This design comes from an exercise in tuning for small area on the open sky130 flow, not from production work.
The RTL was checked by simulation tests, not by an equivalence proof against the original design.
No driver is modelled on the clock port, so clocking that relies on it looks cheaper here than on a real chip.
Power figures rest on the tool's default switching activity, not on a simulated workload.

==> flow/design.v <==
module Mips (
    input clock,
    input reset,
    output [9:0] imem_addr,
    input [31:0] imem_data,
    output [9:0] dmem_addr,
    output [31:0] dmem_wdata,
    output dmem_we,
    input [31:0] dmem_rdata
);
    reg [4:0] ph;
    wire [4:0] ph_inc = ph ^ {&ph[3:0], &ph[2:0], &ph[1:0], ph[0], 1'b1};
    wire last = &ph;
    wire first = ~|ph;
    always @(posedge clock or negedge reset)
        if (!reset) ph <= 5'd0;
        else ph <= ph_inc;
    reg init;
    always @(posedge clock or negedge reset)
        if (!reset) init <= 1'b1;
        else if (last) init <= 1'b0;
    wire [31:0] ins = imem_data;
    wire [5:0] op = ins[31:26];
    wire [5:0] fn = ins[5:0];
    wire [4:0] rs = ins[25:21];
    wire [4:0] rt = ins[20:16];
    wire [4:0] rd = ins[15:11];
    wire is_r   = (op == 6'h00);
    wire r_sll  = is_r & (fn == 6'h04);
    wire r_srl  = is_r & (fn == 6'h06);
    wire r_sra  = is_r & (fn == 6'h07);
    wire r_jr   = is_r & (fn == 6'h08);
    wire r_mult = is_r & (fn == 6'h18);
    wire r_addt = is_r & (fn[5:2] == 4'b1000);    
    wire r_logic = is_r & (fn[5:2] == 4'b1001);   
    wire i_j    = (op == 6'h02);
    wire i_br   = (op[5:2] == 4'b0001);           
    wire i_addt = (op[5:1] == 5'b00100);          
    wire i_logic = (op[5:2] == 4'b0011) & ~(op[1] & op[0]);  
    wire i_lw   = (op == 6'h23);
    wire i_sw   = (op == 6'h2b);
    wire use_imm = i_addt | i_logic | i_lw | i_sw;
    wire do_sub  = (r_addt & fn[1]) | i_br;
    wire trap    = (r_addt & ~fn[0]) | (i_addt & ~op[0]);
    wire is_add  = r_addt | i_addt;
    wire alu_wr  = r_addt | r_logic | i_addt | i_logic;
    wire [1:0] lsel = is_r ? fn[1:0] : op[1:0];
    wire shift   = r_sll | r_srl | r_sra;
    wire sb = ph[4] ? ins[15] : ins[ph[3:0]];
    reg cwe;           
    reg [4:0] crd;
    reg cA, cB, cS;    
    reg [4:0] X;       
    reg pend_sw;
    wire C;            
    wire [31:0] rout, rin;
    wire wbit = C & ~init;
    genvar r;
    generate
        for (r = 0; r < 32; r = r + 1) begin : g_rf
            reg [31:0] q;
            wire we = init | (cwe & (crd == r));
            assign rin[r] = we ? wbit : q[0];
            always @(posedge clock)
                q <= {rin[r], q[31:1]};
            assign rout[r] = q[0];
        end
    endgenerate
    wire a = rin[rs];
    wire b = rin[rt];
    wire op2 = use_imm ? sb : b;
    wire op2x = op2 ^ do_sub;
    reg cy;
    wire cin = first ? do_sub : cy;
    wire sum = a ^ op2x ^ cin;
    wire cout = (a & op2x) | (a & cin) | (op2x & cin);
    always @(posedge clock) cy <= cout;
    reg lo;
    always @(*)
        case (lsel)
            2'b00: lo = a & op2;
            2'b01: lo = a | op2;
            2'b10: lo = a ^ op2;
            default: lo = ~(a | op2);
        endcase
    wire alu_out = is_add ? sum : lo;
    wire V = alu_wr ? alu_out : b;
    reg neq;
    always @(posedge clock) neq <= (~first & neq) | (a ^ b);
    wire eq = ~(neq | (a ^ b));
    wire lt = a ^ op2x ^ cout;
    wire taken = (op[1:0] == 2'b00) ? eq :
                 (op[1:0] == 2'b01) ? ~eq :
                 (op[1:0] == 2'b10) ? (lt | eq) : ~(lt | eq);
    wire ovf = (a == op2x) & (sum != a);
    reg [9:0] PC;
    reg [9:0] DA;
    wire [10:0] pck;
    assign pck[0] = 1'b1;
    genvar gp;
    generate
        for (gp = 0; gp < 10; gp = gp + 1) begin : g_pcinc
            assign pck[gp+1] = pck[gp] & PC[gp];
        end
    endgenerate
    wire [9:0] pc_inc = PC ^ pck[9:0];
    wire px = i_br & PC[ph[3:0]];
    reg tc;
    wire tcin = first ? i_br : tc;
    wire tbit = px ^ sb ^ tcin;
    always @(posedge clock) tc <= (px & sb) | (px & tcin) | (sb & tcin);
    wire win_lo = (ph < 5'd10);
    wire win_hi = (ph >= 5'd2) & (ph < 5'd12);
    wire da_en = (win_lo & (i_br | i_j | shift)) | (win_hi & (r_jr | i_lw | i_sw));
    wire din = (i_br | i_j) ? tbit : (i_lw | i_sw) ? sum : a;
    always @(posedge clock)
        if (da_en) DA <= {din, DA[9:1]};
    wire redirect = i_j | r_jr | (i_br & taken);
    always @(posedge clock or negedge reset)
        if (!reset) PC <= 10'd0;
        else if (last) PC <= redirect ? DA : pc_inc;
    reg [31:0] RD;
    always @(posedge clock)
        if (last & i_lw) RD <= dmem_rdata;
        else RD <= {V, RD[31:1]};
    always @(posedge clock or negedge reset)
        if (!reset) begin
            cwe <= 1'b0;
            pend_sw <= 1'b0;
        end else if (last) begin
            cwe <= (alu_wr & ~(trap & ovf)) | i_lw | r_mult | shift;
            pend_sw <= i_sw;
        end
    always @(posedge clock)
        if (last) begin
            crd <= is_r ? rd : rt;
            cA <= r_mult | r_sll;
            cB <= r_srl | r_sra;
            cS <= r_sll | r_sra;
            X <= r_mult ? rs : DA[4:0];
        end
    wire u = cS ? (ph == X) : rout[X];
    wire v = RD[0];
    reg [15:0] MA, MB, R;
    reg [15:0] MAn, MBn, xr, yr;
    integer m;
    always @(*)
        for (m = 0; m < 16; m = m + 1) begin
            MAn[m] = (ph == m) ? u : MA[m];
            MBn[m] = (ph == m) ? v : MB[m];
            xr[m] = u & MB[m];
            yr[m] = v & MAn[m];
        end
    wire [15:0] ms = R ^ xr ^ yr;
    wire [15:0] mc = (R & xr) | (R & yr) | (xr & yr);
    wire [16:0] tot;
    wire [16:0] mk;
    assign tot[0] = ms[0];
    assign mk[1] = 1'b0;
    genvar gi;
    generate
        for (gi = 1; gi < 16; gi = gi + 1) begin : g_mrip
            assign tot[gi] = ms[gi] ^ mc[gi-1] ^ mk[gi];
            assign mk[gi+1] = (ms[gi] & mc[gi-1]) | (ms[gi] & mk[gi]) | (mc[gi-1] & mk[gi]);
        end
    endgenerate
    assign tot[16] = mc[15] ^ mk[16];
    always @(posedge clock) begin
        MA <= last ? 16'd0 : MAn;
        MB <= last ? 16'd0 : MBn;
        R <= last ? 16'd0 : tot[16:1];
    end
    wire mul_out = tot[0];
    wire inrange = (ph <= ~X);
    reg Cprev;
    wire sh_out = inrange ? RD[X] : (cS & Cprev);
    assign C = cA ? mul_out : cB ? sh_out : RD[0];
    always @(posedge clock) Cprev <= C;
    assign imem_addr = PC;
    assign dmem_addr = DA;
    assign dmem_wdata = RD;
    assign dmem_we = pend_sw & first;
endmodule
clock: 15.0 ns
lec_check: 0
cap_margin: 20
core_margin: 2
core_utilization: 60
slew_margin: 20
standard.sh (not shown) runs the stock make flow with config.mk's settings and CLKGATE_MAP_FILE= SYNTH_SCRIPT=/design/flow/synth_recipe.tcl, a recipe that flattens the netlist after the stock synthesis.
==> flow/flow/run.sh <==
#!/bin/bash
# Own layout flow: the standard ORFS flow (standard.sh) with
#  - the standard synthesis script, except that Yosys extracts only full
#    adders (no half adders) and ABC maps with an area-oriented script
#    (flow/area.abc);
#    registers, their names and cells are those of the standard synthesis;
#  - port buffers of the smallest buffer cell;
#  - CTS without dummy loads, with larger sink clusters, and lightly loaded
#    leaf clock buffers downsized afterwards (flow/post_cts.tcl).
# Every tool's output goes to the ORFS logs under orfs/logs and to own_flow.log.
set -euo pipefail
HERE=$(pwd)
S=$FLOW_HOME/scripts/synth.tcl
sed -e 's|^  extract_fa {\*}\[dont_use_extract_fa_args\]$|  extract_fa -fa|' \
    -e "s|^  log_cmd abc {\*}\$abc_args\$|  set abc_args [lreplace \$abc_args 1 1 $HERE/flow/area.abc]\n  log_cmd abc {*}\$abc_args|" \
    "$S" > own_synth.tcl
grep -q '^  extract_fa -fa$' own_synth.tcl
grep -q 'flow/area.abc' own_synth.tcl
sed "s|source \$::env(SCRIPTS_DIR)/synth.tcl|source $HERE/own_synth.tcl|" synth_recipe.tcl > own_synth_recipe.tcl
grep -q own_synth.tcl own_synth_recipe.tcl
sed "s|SYNTH_SCRIPT=[^ ]*|SYNTH_SCRIPT=$HERE/own_synth_recipe.tcl|" standard.sh > own_standard.sh
grep -q own_synth_recipe.tcl own_standard.sh
export BUFFER_PORTS_ARGS="-buffer_cell sky130_fd_sc_hd__buf_1"
export CTS_ARGS="-sink_clustering_enable -repair_clock_nets -sink_clustering_size 36 -sink_clustering_max_diameter 60 -buf_list sky130_fd_sc_hd__clkbuf_16 -dont_use_dummy_load"
export POST_CTS_TCL=$HERE/flow/post_cts.tcl
bash own_standard.sh > own_flow.log 2>&1
==> flow/flow/post_cts.tcl <==
set slew_limit 0.095
proc leaf_worst_slew { loads } {
  estimate_parasitics -placement
  set worst 0.0
  foreach p $loads {
    set s [get_property $p slew_max]
    if { $s > $worst } { set worst $s }
  }
  return $worst
}
set saved 0
foreach inst [get_cells -hierarchical clkbuf_leaf_*] {
  if { [get_property $inst ref_name] ne "sky130_fd_sc_hd__clkbuf_16" } { continue }
  set out [get_pins -of_objects $inst -filter "direction == output"]
  set loads [get_pins -of_objects [get_nets -of_objects $out] -filter "direction == input"]
  foreach cand { sky130_fd_sc_hd__clkbuf_4 sky130_fd_sc_hd__clkbuf_8 } {
    replace_cell $inst $cand
    set w [leaf_worst_slew $loads]
    if { $w <= $slew_limit } {
      puts "post_cts: [get_full_name $inst] ([llength $loads] sinks) -> $cand, slew [format %.3f $w] ns"
      incr saved
      break
    }
    replace_cell $inst sky130_fd_sc_hd__clkbuf_16
  }
}
estimate_parasitics -placement
puts "post_cts: downsized $saved leaf clock buffers"
Other scripts of this flow, unchanged in this note and not shown: flow/flow/area.abc
The first run ran to the end with no violations.
Next try:
--- a/flow/flow/run.sh
+++ b/flow/flow/run.sh
@@ -6,6 +6,5 @@
 #    registers, their names and cells are those of the standard synthesis;
 #  - port buffers of the smallest buffer cell;
-#  - CTS without dummy loads, with larger sink clusters, and lightly loaded
-#    leaf clock buffers downsized afterwards (flow/post_cts.tcl).
+#  - CTS without dummy loads, with larger sink clusters.
 # Every tool's output goes to the ORFS logs under orfs/logs and to own_flow.log.
 set -euo pipefail
@@ -22,5 +21,4 @@
 grep -q own_synth_recipe.tcl own_standard.sh
 export BUFFER_PORTS_ARGS="-buffer_cell sky130_fd_sc_hd__buf_1"
-export CTS_ARGS="-sink_clustering_enable -repair_clock_nets -sink_clustering_size 36 -sink_clustering_max_diameter 60 -buf_list sky130_fd_sc_hd__clkbuf_16 -dont_use_dummy_load"
-export POST_CTS_TCL=$HERE/flow/post_cts.tcl
+export CTS_ARGS="-sink_clustering_enable -repair_clock_nets -sink_clustering_size 40 -sink_clustering_max_diameter 60 -buf_list sky130_fd_sc_hd__clkbuf_16 -dont_use_dummy_load"
 bash own_standard.sh > own_flow.log 2>&1
CORE_UTILIZATION = 50   (was 60)
removed: flow/flow/post_cts.tcl
Global-route usage shrinks by 3.0 points. Cell count grows by 5.5%. Worst hold slack loses 0.019 ns.
Next try:
--- a/flow/flow/run.sh
+++ b/flow/flow/run.sh
@@ -6,5 +6,6 @@
 #    registers, their names and cells are those of the standard synthesis;
 #  - port buffers of the smallest buffer cell;
-#  - CTS without dummy loads, with larger sink clusters.
+#  - CTS without dummy loads, with larger sink clusters, and lightly loaded
+#    leaf clock buffers downsized afterwards (flow/post_cts.tcl).
 # Every tool's output goes to the ORFS logs under orfs/logs and to own_flow.log.
 set -euo pipefail
@@ -21,4 +22,5 @@
 grep -q own_synth_recipe.tcl own_standard.sh
 export BUFFER_PORTS_ARGS="-buffer_cell sky130_fd_sc_hd__buf_1"
-export CTS_ARGS="-sink_clustering_enable -repair_clock_nets -sink_clustering_size 40 -sink_clustering_max_diameter 60 -buf_list sky130_fd_sc_hd__clkbuf_16 -dont_use_dummy_load"
+export CTS_ARGS="-sink_clustering_enable -repair_clock_nets -sink_clustering_size 36 -sink_clustering_max_diameter 60 -buf_list sky130_fd_sc_hd__clkbuf_16 -dont_use_dummy_load"
+export POST_CTS_TCL=$HERE/flow/post_cts.tcl
 bash own_standard.sh > own_flow.log 2>&1
==> flow/flow/post_cts.tcl (new file) <==
set slew_limit 0.095
proc leaf_worst_slew { loads } {
  estimate_parasitics -placement
  set worst 0.0
  foreach p $loads {
    set s [get_property $p slew_max]
    if { $s > $worst } { set worst $s }
  }
  return $worst
}
set saved 0
foreach inst [get_cells -hierarchical clkbuf_leaf_*] {
  if { [get_property $inst ref_name] ne "sky130_fd_sc_hd__clkbuf_16" } { continue }
  set out [get_pins -of_objects $inst -filter "direction == output"]
  set loads [get_pins -of_objects [get_nets -of_objects $out] -filter "direction == input"]
  foreach cand { sky130_fd_sc_hd__clkbuf_4 sky130_fd_sc_hd__clkbuf_8 } {
    replace_cell $inst $cand
    set w [leaf_worst_slew $loads]
    if { $w <= $slew_limit } {
      puts "post_cts: [get_full_name $inst] ([llength $loads] sinks) -> $cand, slew [format %.3f $w] ns"
      incr saved
      break
    }
    replace_cell $inst sky130_fd_sc_hd__clkbuf_16
  }
}
# Then the buffers above the leaves, as long as no flip-flop clock pin gets
# a slower estimated slew than the worst one the leaves already have.
set all_loads {}
foreach inst [get_cells -hierarchical clkbuf_leaf_*] {
  set out [get_pins -of_objects $inst -filter "direction == output"]
  foreach p [get_pins -of_objects [get_nets -of_objects $out] -filter "direction == input"] { lappend all_loads $p }
}
set base [leaf_worst_slew $all_loads]
foreach inst [get_cells -hierarchical clkbuf_*] {
  set name [get_full_name $inst]
  if { [string match clkbuf_leaf_* $name] } { continue }
  if { [get_property $inst ref_name] ne "sky130_fd_sc_hd__clkbuf_16" } { continue }
  replace_cell $inst sky130_fd_sc_hd__clkbuf_8
  set w [leaf_worst_slew $all_loads]
  if { $w <= $base + 0.002 } {
    puts "post_cts: $name -> sky130_fd_sc_hd__clkbuf_8, worst sink slew [format %.3f $w] ns"
    incr saved
  } else {
    replace_cell $inst sky130_fd_sc_hd__clkbuf_16
  }
}
estimate_parasitics -placement
puts "post_cts: downsized $saved clock buffers"
CORE_UTILIZATION = 60   (was 50)
What happened: Utilization rose by 11 points. Final cell count came out lower by about 5%. Register-to-register slack is better by 0.41 ns. Non-clock buffer count goes up by 1. Wire length rose by about 0.34%. Worst setup slack is better by 0.41 ns.
Next try:
--- a/flow/flow/run.sh
+++ b/flow/flow/run.sh
@@ -6,6 +6,5 @@
 #    registers, their names and cells are those of the standard synthesis;
 #  - port buffers of the smallest buffer cell;
-#  - CTS without dummy loads, with larger sink clusters, and lightly loaded
-#    leaf clock buffers downsized afterwards (flow/post_cts.tcl).
+#  - CTS without dummy loads, with larger sink clusters.
 # Every tool's output goes to the ORFS logs under orfs/logs and to own_flow.log.
 set -euo pipefail
@@ -22,5 +21,4 @@
 grep -q own_synth_recipe.tcl own_standard.sh
 export BUFFER_PORTS_ARGS="-buffer_cell sky130_fd_sc_hd__buf_1"
-export CTS_ARGS="-sink_clustering_enable -repair_clock_nets -sink_clustering_size 36 -sink_clustering_max_diameter 60 -buf_list sky130_fd_sc_hd__clkbuf_16 -dont_use_dummy_load"
-export POST_CTS_TCL=$HERE/flow/post_cts.tcl
+export CTS_ARGS="-sink_clustering_enable -repair_clock_nets -sink_clustering_size 38 -sink_clustering_max_diameter 62 -buf_list sky130_fd_sc_hd__clkbuf_16 -dont_use_dummy_load"
 bash own_standard.sh > own_flow.log 2>&1
CORE_UTILIZATION = 58   (was 60)
removed: flow/flow/post_cts.tcl
Effect: Power rose by 1.6%; final cell count is higher by 0.38%; clock-buffer cell count drops by 2; sequential cell count stays the same; non-clock buffer count shrinks by 1; die area climbs by 3.4%; final area is higher by 0.39%.

port drivers added, routing unchanged:
Ports are ideal in the flow. The routed layouts listed here were re-timed in OpenROAD.
Step 1 (the two cells are an assumption about what drives the block):
set clk [get_ports {clock}]
set_driving_cell -lib_cell sky130_fd_sc_hd__clkbuf_16 $clk
set_driving_cell -lib_cell sky130_fd_sc_hd__buf_2 [delete_from_list [all_inputs] $clk]
Step 2 adds t to the input delays and takes it off the output delays; t is the mean of the earliest and latest rising clock arrival at the registers after step 1. Input paths then give back, and output paths get back, about the clock's delay inside the block.
Three values: no drivers, after step 1, after step 2; two values: the first two.
run	t, ns	setup slack, ns	worst register clock-pin slew, ns	worst slew at a driven data input, ns	pins driven straight from the clock port
the first run	0.636	4.982 / 4.982 / 4.982	0.12 / 0.12	0.10	1
the second run	0.652	4.531 / 4.531 / 4.531	0.13 / 0.13	0.09	1
the third run	0.731	4.945 / 4.945 / 4.945	0.12 / 0.12	0.09	1
the fourth run	0.646	4.552 / 4.552 / 4.552	0.12 / 0.12	0.07	1
After both steps setup and hold are still met in every run listed.
